Background: an optimization exercise with open tools, aiming at small area. Do not read the settings as production practice.
Where RTL was checked, it was by simulation tests only, not by an equivalence proof against the original.
No driver is modelled on the clock port, so clock power and skew are understated where the tree is cut down; a real chip needs a root buffer or a tree.
Power is estimated from default activity; no workload was simulated.

## blue
==> module parking_controller, before the edit <==
module parking_controller(
    input clk, rst, enter, we, v, leave, pw_correct, pwdone,
    input [15:0] sel,
    output wire full,
    output reg [15:0] LED,
    output reg [1:0] segstate
    );
    assign full = &LED;
    integer i;
    always @(posedge clk)
        for (i = 0; i < 16; i = i + 1)
            if (~rst | (we & sel[i])) LED[i] <= v & rst;
    always @(posedge clk) begin
        if (!rst) begin
            segstate <= 2'b01;
        end else begin
            if (full & ~leave) segstate <= 2'b00;
            else if (enter | leave) segstate <= 2'b01;
            else if (pwdone) segstate <= pw_correct ? 2'b10 : 2'b11;
        end
    end
endmodule
clock: 10.0 ns
lec_check: 0
cap_margin: 20
core_margin: 2
core_utilization: 40
slew_margin: 20
standard.sh (not shown) runs the stock make flow with config.mk's settings and CLKGATE_MAP_FILE= SYNTH_SCRIPT=/design/flow/synth_recipe.tcl, a recipe that flattens the netlist after the stock synthesis.
==> flow/flow/run.sh <==
#!/bin/bash
# The standard layout (standard.sh) with:
#  - synthesis: the standard script, but the logic is mapped by the smallest
#    of several area-oriented ABC scripts (synth.tcl), and no half-adder cells
#  - port buffers: buf_1 instead of the default
#  - one tie cell drives all the constant outputs
#  - clock: the clock port drives a few clock buffers, each driving a group
#    of registers (cts.tcl)
set -euo pipefail
F=$PWD/flow
export ABC_SCRIPTS="$(ls $F/abc_*.script | tr '\n' ' ')"
export CLOCK_BUF_CELL=${CLOCK_BUF_CELL:-sky130_fd_sc_hd__clkbuf_8}
export CLOCK_GROUPS=${CLOCK_GROUPS:-4}
export CLOCK_ROOT_CELL=${CLOCK_ROOT_CELL:-}
bash standard.sh \
  "SYNTH_SCRIPT=$F/synth.tcl" \
  "ADDER_MAP_FILE=" \
  "BUFFER_PORTS_ARGS=-buffer_cell sky130_fd_sc_hd__buf_1" \
  "PRE_CTS_TCL=$F/cts.tcl" \
  "SKIP_REPAIR_TIE_FANOUT=1" \
  finish > standard.log 2>&1
Other scripts of this flow, unchanged in this note and not shown: flow/flow/abc_a3.script, flow/flow/abc_b7.script, flow/flow/abc_b8.script, flow/flow/abc_c2.script, flow/flow/abc_c3.script, flow/flow/abc_c5.script, flow/flow/abc_c6.script, flow/flow/abc_c8.script, flow/flow/abc_d1.script, flow/flow/abc_d2.script, flow/flow/abc_d3.script, flow/flow/abc_d4.script, flow/flow/abc_d5.script, flow/flow/abc_d6.script, flow/flow/abc_d7.script, flow/flow/abc_d8.script, flow/flow/abc_d9.script, flow/flow/abc_e1.script, flow/flow/abc_e2.script, flow/flow/abc_e3.script, flow/flow/abc_m1.script, flow/flow/abc_m2.script, flow/flow/abc_m3.script, flow/flow/abc_m4.script, flow/flow/abc_m5.script, flow/flow/abc_m6.script, flow/flow/cts.tcl, flow/flow/synth.tcl
Inputs modified between blue and red:
==> flow/design.v, changed modules only <==
module parking_controller(
    input clk, rst, enter, we, v, leave, pw_correct, pwdone,
    input [15:0] sel,
    output wire full,
    output reg [15:0] LED,
    output reg [1:0] segstate
    );
    assign full = &LED;
    integer i;
    always @(posedge clk) begin
        if (!rst) begin
            LED <= 16'd0;
            segstate <= 2'b01;
        end else begin
            for (i = 0; i < 16; i = i + 1)
                if (we & sel[i]) LED[i] <= v;
            if (full & ~leave) segstate <= 2'b00;
            else if (enter | leave) segstate <= 2'b01;
            else if (pwdone) segstate <= pw_correct ? 2'b10 : 2'b11;
        end
    end
endmodule
==> comparison <==
- Every stage of the flow completed for blue, and the final layout passed the timing, DRC and antenna checks.
- red went all the way through synthesis, placement and routing and the layout is clean on timing, DRC and antenna.
- red vs blue — static leakage power dropped slightly
- Against blue as the reference, red delivers a higher via count of the first global-routing pass.
- Summary: with blue as the reference, mean instance size in the synthesized netlist in red moved down by a little under 10%.
- red improves on blue in cell area.
- Compared red vs blue, and worst stage delay on the critical path is up in red.
- On synthesized area, blue loses to red.
In every run of this note, the design's own scripts or RTL, not TritonCTS, make the clock network.

========
## job 3478
top, a different RTL version from the one above (not shown whole).
Size in the first run: ~330 cells after synthesis, ~69 flip-flops.
// top
module top(
    clk, rst, BTNL, BTNR, BTNU, BTND, BTNC, SW,
    LED, TriLED1, TriLED2, seg, digit
    );
==> module parking_controller, before the edit <==
module parking_controller(
    input clk, rst, enter, we, v, leave, pw_correct, pwdone,
    input [15:0] sel,
    output wire full,
    output reg [15:0] LED,
    output reg [1:0] segstate
    );
    assign full = &LED;
    integer i;
    always @(posedge clk) begin
        if (!rst) begin
            LED <= 16'd0;
            segstate <= 2'b01;
        end else begin
            for (i = 0; i < 16; i = i + 1)
                if (we & sel[i]) LED[i] <= v;
            if (full & ~leave) segstate <= 2'b00;
            else if (enter | leave) segstate <= 2'b01;
            else if (pwdone) segstate <= pw_correct ? 2'b10 : 2'b11;
        end
    end
endmodule
==> module pwcheck, before the edit <==
module pwcheck(
    input clk, rst, exit, enter, full,
    input BTNL, BTNR, BTNU, BTND, BTNC,
    output wire we, v, leave, pwstart, pwdone, pw_correct
    );
    localparam [4:0] POL = 5'b00000;
    localparam [1:0] K0 = 2'd0, K1 = 2'd1, K2 = 2'd3, K3 = 2'd2;
    reg [4:0] st;
    wire [4:0] cur = st ^ POL;
    wire x = cur[4], err = cur[3], h = cur[2];
    wire [1:0] k = cur[1:0];
    reg nx, nerr, nh; reg [1:0] nk;
    wire e = BTNL | BTNR | BTNU | BTND | BTNC;
    wire nl = ~BTNL, nr = nl & ~BTNR, nu = nr & ~BTNU;
    reg match;
    always @(*) begin
        case (k)
            K0: match = BTNL;
            K1: match = nl & BTNR;
            K2: match = nr & BTNU;
            default: match = nu & ~BTND & BTNC;
        endcase
    end
    wire last = h & (k == K3);
    wire idle = err & ~h & (k == K0);
    reg [1:0] kinc;
    always @(*) case (k) K0: kinc = K1; K1: kinc = K2; K2: kinc = K3; default: kinc = K0; endcase
    assign we = x & ~err;
    assign v = h;
    assign leave = x & ~err & ~h;
    assign pwstart = rst & ~x;
    assign pwdone = pwstart & last;
    assign pw_correct = pwdone & ~err;
    always @(*) begin
        nx = x; nerr = err; nh = h; nk = k;
        if (!rst) begin
            nx = 1'b1; nerr = 1'b1; nh = 1'b0; nk = K0;
        end else if (x) begin
            nx = ~(err & ~exit & enter & ~full);
            nerr = ~(err & exit);
            nh = 1'b0;
            nk = K0;
        end else if (last) begin
            nx = 1'b1;
            nh = ~err;
            nk = K0;
        end else begin
            nh = e & (h | ~idle);
            if (h & ~e) nk = kinc;
            if (idle) nerr = ~e;
            else if (~h) nerr = err | (e & ~match);
        end
    end
    always @(posedge clk) st <= {nx, nerr, nh, nk} ^ POL;
endmodule
==> flow/config.mk <==
export PLATFORM = sky130hd
export DESIGN_NAME = top
export DESIGN_NICKNAME = top
export VERILOG_FILES = /design/flow/design.v
export SDC_FILE = /design/flow/constraint.sdc
export NUM_CORES = 4
export LEC_CHECK = 0
export CAP_MARGIN = 20
export CORE_MARGIN = 2
export CORE_UTILIZATION = 40
export SLEW_MARGIN = 20
==> flow/constraint.sdc <==
create_clock -name core_clock -period 10.0 [get_ports {clk}]
set_input_delay 2.0000 -clock core_clock [delete_from_list [all_inputs] [get_ports {clk}]]
set_output_delay 2.0000 -clock core_clock [all_outputs]
set_load 0.01 [all_outputs]
Scripts as last shown in full above: flow/flow/run.sh
Other scripts of this flow, unchanged in this note and not shown: flow/flow/abc_a3.script, flow/flow/abc_b7.script, flow/flow/abc_b8.script, flow/flow/abc_c2.script, flow/flow/abc_c3.script, flow/flow/abc_c5.script, flow/flow/abc_c6.script, flow/flow/abc_c8.script, flow/flow/abc_d1.script, flow/flow/abc_d2.script, flow/flow/abc_d3.script, flow/flow/abc_d4.script, flow/flow/abc_d5.script, flow/flow/abc_d6.script, flow/flow/abc_d7.script, flow/flow/abc_d8.script, flow/flow/abc_d9.script, flow/flow/abc_e1.script, flow/flow/abc_e2.script, flow/flow/abc_e3.script, flow/flow/abc_ja_100_0.script, flow/flow/abc_ja_20_0.script, flow/flow/abc_jn_100_5.script, flow/flow/abc_jn_20_0.script, flow/flow/abc_jn_20_1.script, flow/flow/abc_jn_20_5.script, flow/flow/cts.tcl, flow/flow/synth.tcl
Job 3478 finished every step from synthesis to the final layout, and the layout passed the timing, DRC and antenna checks.
> inputs changed (job 3478 -> job 6143)
diff --git a/flow/design.v b/flow/design.v
--- a/flow/design.v
+++ b/flow/design.v
@@ -43,11 +43,11 @@
     assign full = &LED;
     integer i;
+    always @(posedge clk)
+        for (i = 0; i < 16; i = i + 1)
+            if (~rst | (we & sel[i])) LED[i] <= v & rst;
     always @(posedge clk) begin
         if (!rst) begin
-            LED <= 16'd0;
             segstate <= 2'b01;
         end else begin
-            for (i = 0; i < 16; i = i + 1)
-                if (we & sel[i]) LED[i] <= v;
             if (full & ~leave) segstate <= 2'b00;
             else if (enter | leave) segstate <= 2'b01;
@@ -69,11 +69,6 @@
     output wire we, v, leave, pwstart, pwdone, pw_correct
     );
-    localparam [4:0] POL = 5'b00000;
-    localparam [1:0] K0 = 2'd0, K1 = 2'd1, K2 = 2'd3, K3 = 2'd2;
-    reg [4:0] st;
-    wire [4:0] cur = st ^ POL;
-    wire x = cur[4], err = cur[3], h = cur[2];
-    wire [1:0] k = cur[1:0];
-    reg nx, nerr, nh; reg [1:0] nk;
+    reg x, err, h;
+    reg [1:0] k;
     wire e = BTNL | BTNR | BTNU | BTND | BTNC;
     wire nl = ~BTNL, nr = nl & ~BTNR, nu = nr & ~BTNU;
@@ -81,14 +76,12 @@
     always @(*) begin
         case (k)
-            K0: match = BTNL;
-            K1: match = nl & BTNR;
-            K2: match = nr & BTNU;
+            2'd0: match = BTNL;
+            2'd1: match = nl & BTNR;
+            2'd2: match = nr & BTNU;
             default: match = nu & ~BTND & BTNC;
         endcase
     end
-    wire last = h & (k == K3);
-    wire idle = err & ~h & (k == K0);
-    reg [1:0] kinc;
-    always @(*) case (k) K0: kinc = K1; K1: kinc = K2; K2: kinc = K3; default: kinc = K0; endcase
+    wire last = h & (k == 2'd3);
+    wire idle = err & ~h & (k == 2'd0);
     assign we = x & ~err;
     assign v = h;
@@ -97,25 +90,23 @@
     assign pwdone = pwstart & last;
     assign pw_correct = pwdone & ~err;
-    always @(*) begin
-        nx = x; nerr = err; nh = h; nk = k;
+    always @(posedge clk) begin
         if (!rst) begin
-            nx = 1'b1; nerr = 1'b1; nh = 1'b0; nk = K0;
+            x <= 1'b1; err <= 1'b1; h <= 1'b0; k <= 2'd0;
         end else if (x) begin
-            nx = ~(err & ~exit & enter & ~full);
-            nerr = ~(err & exit);
-            nh = 1'b0;
-            nk = K0;
+            x <= ~(err & ~exit & enter & ~full);
+            err <= ~(err & exit);
+            h <= 1'b0;
+            k <= 2'd0;
         end else if (last) begin
-            nx = 1'b1;
-            nh = ~err;
-            nk = K0;
+            x <= 1'b1;
+            h <= ~err;
+            k <= 2'd0;
         end else begin
-            nh = e & (h | ~idle);
-            if (h & ~e) nk = kinc;
-            if (idle) nerr = ~e;
-            else if (~h) nerr = err | (e & ~match);
+            h <= e & (h | ~idle);
+            if (h & ~e) k <= k + 2'd1;
+            if (idle) err <= ~e;
+            else if (~h) err <= err | (e & ~match);
         end
     end
-    always @(posedge clk) st <= {nx, nerr, nh, nk} ^ POL;
 endmodule
 module sevensegment(
==> comparison <==
Synthesized area per cell in job 6143 is about 7% above job 3478. Job 3478 and job 6143 ended up with roughly the same worst hold slack. Compared with job 3478, in job 6143 synthesized cell count lost 23; total wirelength of the detailed-routed design fell 13%; mean number of vias per cell went down about 2%; number of nets in the layout decreased by about 5.6% relative to the old numbers; share of layout cells above drive strength 1 did not really move. Delta (job 6143 minus job 3478): cell area after synthesis closely matched the old numbers, initial standard-cell utilization of the core closely matched the old numbers, die outline area closely matched the old numbers. Area of the multi-input gates (job 6143 vs. job 3478) decreases by more than 10%.
For job 3478, only the layout was checked, not whether the RTL still works. No run of this note takes its clock network from TritonCTS; it comes from the design's own scripts or RTL.

========
rev 12:
top, a different RTL version from the one above (not shown whole).
Size in the first run: ~69 flip-flops, ~60 I/O pins.
==> module pwcheck, before the edit <==
module pwcheck(
    input clk, rst, exit, enter, full,
    input BTNL, BTNR, BTNU, BTND, BTNC,
    output wire we, v, leave, pwstart, pwdone, pw_correct
    );
    localparam [4:0] POL = 5'b10100;
    localparam [1:0] K0 = 2'd0, K1 = 2'd1, K2 = 2'd3, K3 = 2'd2;
    reg [4:0] st;
    wire [4:0] cur = st ^ POL;
    wire x = cur[4], err = cur[3], h = cur[2];
    wire [1:0] k = cur[1:0];
    reg nx, nerr, nh; reg [1:0] nk;
    wire e = BTNL | BTNR | BTNU | BTND | BTNC;
    wire nl = ~BTNL, nr = nl & ~BTNR, nu = nr & ~BTNU;
    reg match;
    always @(*) begin
        case (k)
            K0: match = BTNL;
            K1: match = nl & BTNR;
            K2: match = nr & BTNU;
            default: match = nu & ~BTND & BTNC;
        endcase
    end
    wire last = h & (k == K3);
    wire idle = err & ~h & (k == K0);
    reg [1:0] kinc;
    always @(*) case (k) K0: kinc = K1; K1: kinc = K2; K2: kinc = K3; default: kinc = K0; endcase
    assign we = x & ~err;
    assign v = h;
    assign leave = x & ~err & ~h;
    assign pwstart = rst & ~x;
    assign pwdone = pwstart & last;
    assign pw_correct = pwdone & ~err;
    always @(*) begin
        nx = x; nerr = err; nh = h; nk = k;
        if (!rst) begin
            nx = 1'b1; nerr = 1'b1; nh = 1'b0; nk = K0;
        end else if (x) begin
            nx = ~(err & ~exit & enter & ~full);
            nerr = ~(err & exit);
            nh = 1'b0;
            nk = K0;
        end else if (last) begin
            nx = 1'b1;
            nh = ~err;
            nk = K0;
        end else begin
            nh = e & (h | ~idle);
            if (h & ~e) nk = kinc;
            if (idle) nerr = ~e;
            else if (~h) nerr = err | (e & ~match);
        end
    end
    always @(posedge clk) st <= {nx, nerr, nh, nk} ^ POL;
endmodule
Settings: LEC_CHECK=0, CAP_MARGIN=20, CORE_MARGIN=2, CORE_UTILIZATION=40, SLEW_MARGIN=20; clock period 10.0 ns.
Scripts as last shown in full above: flow/flow/run.sh
Other scripts of this flow, unchanged in this note and not shown: flow/flow/abc_a3.script, flow/flow/abc_b7.script, flow/flow/abc_b8.script, flow/flow/abc_c2.script, flow/flow/abc_c3.script, flow/flow/abc_c5.script, flow/flow/abc_c6.script, flow/flow/abc_c8.script, flow/flow/abc_d1.script, flow/flow/abc_d2.script, flow/flow/abc_d3.script, flow/flow/abc_d4.script, flow/flow/abc_d5.script, flow/flow/abc_d6.script, flow/flow/abc_d7.script, flow/flow/abc_d8.script, flow/flow/abc_d9.script, flow/flow/abc_e1.script, flow/flow/abc_e2.script, flow/flow/abc_e3.script, flow/flow/abc_ja_100_0.script, flow/flow/abc_ja_20_0.script, flow/flow/abc_jn_100_5.script, flow/flow/abc_jn_20_0.script, flow/flow/abc_jn_20_1.script, flow/flow/abc_jn_20_5.script, flow/flow/cts.tcl, flow/flow/synth.tcl
Rev 12 finished every step from synthesis to the final layout, and the layout passed the timing, DRC and antenna checks.
Here is what was changed in the inputs of rev 13 compared with rev 12.
--- a/flow/design.v
+++ b/flow/design.v
@@ -66,61 +66,52 @@
 endmodule
 module pwcheck(
     input clk, rst, exit, enter, full,
     input BTNL, BTNR, BTNU, BTND, BTNC,
     output wire we, v, leave, pwstart, pwdone, pw_correct
     );
-    localparam [4:0] POL = 5'b10100;
-    localparam [1:0] K0 = 2'd0, K1 = 2'd1, K2 = 2'd3, K3 = 2'd2;
-    reg [4:0] st;
-    wire [4:0] cur = st ^ POL;
-    wire x = cur[4], err = cur[3], h = cur[2];
-    wire [1:0] k = cur[1:0];
-    reg nx, nerr, nh; reg [1:0] nk;
+    reg x, err, h;
+    reg [1:0] k;
     wire e = BTNL | BTNR | BTNU | BTND | BTNC;
     wire nl = ~BTNL, nr = nl & ~BTNR, nu = nr & ~BTNU;
     reg match;
     always @(*) begin
         case (k)
-            K0: match = BTNL;
-            K1: match = nl & BTNR;
-            K2: match = nr & BTNU;
+            2'd0: match = BTNL;
+            2'd1: match = nl & BTNR;
+            2'd2: match = nr & BTNU;
             default: match = nu & ~BTND & BTNC;
         endcase
     end
-    wire last = h & (k == K3);
-    wire idle = err & ~h & (k == K0);
-    reg [1:0] kinc;
-    always @(*) case (k) K0: kinc = K1; K1: kinc = K2; K2: kinc = K3; default: kinc = K0; endcase
+    wire last = h & (k == 2'd3);
+    wire idle = err & ~h & (k == 2'd0);
     assign we = x & ~err;
     assign v = h;
     assign leave = x & ~err & ~h;
     assign pwstart = rst & ~x;
     assign pwdone = pwstart & last;
     assign pw_correct = pwdone & ~err;
-    always @(*) begin
-        nx = x; nerr = err; nh = h; nk = k;
+    always @(posedge clk) begin
         if (!rst) begin
-            nx = 1'b1; nerr = 1'b1; nh = 1'b0; nk = K0;
+            x <= 1'b1; err <= 1'b1; h <= 1'b0; k <= 2'd0;
         end else if (x) begin
-            nx = ~(err & ~exit & enter & ~full);
-            nerr = ~(err & exit);
-            nh = 1'b0;
-            nk = K0;
+            x <= ~(err & ~exit & enter & ~full);
+            err <= ~(err & exit);
+            h <= 1'b0;
+            k <= 2'd0;
         end else if (last) begin
-            nx = 1'b1;
-            nh = ~err;
-            nk = K0;
+            x <= 1'b1;
+            h <= ~err;
+            k <= 2'd0;
         end else begin
-            nh = e & (h | ~idle);
-            if (h & ~e) nk = kinc;
-            if (idle) nerr = ~e;
-            else if (~h) nerr = err | (e & ~match);
+            h <= e & (h | ~idle);
+            if (h & ~e) k <= k + 2'd1;
+            if (idle) err <= ~e;
+            else if (~h) err <= err | (e & ~match);
         end
     end
-    always @(posedge clk) st <= {nx, nerr, nh, nk} ^ POL;
 endmodule
 module sevensegment(
     input clk, rst,
     input [1:0] segstate,
     output wire [7:0] digit,
     output reg [6:0] seg
==> comparison <==
The higher met2 routed wirelength of rev 12 and rev 13 is in rev 13.
For the met1 track utilization from global routing, rev 13 came in 1.6 points higher than rev 12 did.
sky130_fd_sc_hd__nor2_1 as the cell at the slowest stage of the critical path was reported by rev 13, and sky130_fd_sc_hd__nor3_1 by rev 12.
Post-route worst hold slack: lower on rev 13
Taking rev 12 as the reference point, the post-layout minimum cycle time of rev 13 rises by 0.42 ns.
Power drawn by the sequential cells across rev 12 and rev 13: no real change.
Rev 12 → rev 13: proportion of layout cells with a drive suffix above 1 now sits at about the same level; maximum clock frequency now sits lower.
No run of this note included a check of the RTL's function; only the layout flow was run. In every run of this note, the design's own scripts or RTL, not TritonCTS, make the clock network.

re-timing with driven ports:
In the flow no input, the clock included, has a driving cell. The finished layouts below were timed again as built, in two steps. Step 1 assumes that a clkbuf_16 drives the clock port and a buf_2 every other input. Step 2 adds t to the input delays and takes it off the output delays; t is the mean of the earliest and latest rising clock arrival at the registers after step 1. Input paths then give back, and output paths get back, about the clock's delay inside the block. a / b / c = ideal / step 1 / step 2; a / b = the first two.
run	shift t [ns]	slack for setup (ns)	worst setup path after step 2	worst register clock-pin slew, ns
blue	0.213	4.711 / 4.689 / 4.689	input to output	0.11 / 0.11
red	0.217	4.098 / 4.069 / 4.069	input to output	0.11 / 0.11
job 3478	0.218	4.581 / 4.560 / 4.560	input to output	0.11 / 0.11
job 6143	0.220	4.798 / 4.777 / 4.777	input to output	0.11 / 0.11
rev 12	0.210	5.126 / 5.102 / 5.102	input to output	0.10 / 0.10
rev 13	0.216	4.705 / 4.683 / 4.683	input to output	0.10 / 0.10
After both steps every run listed still meets setup and hold. The setup slack of red, which loses most, moves by -0.029 ns with the drivers and by -0.029 ns with both steps.
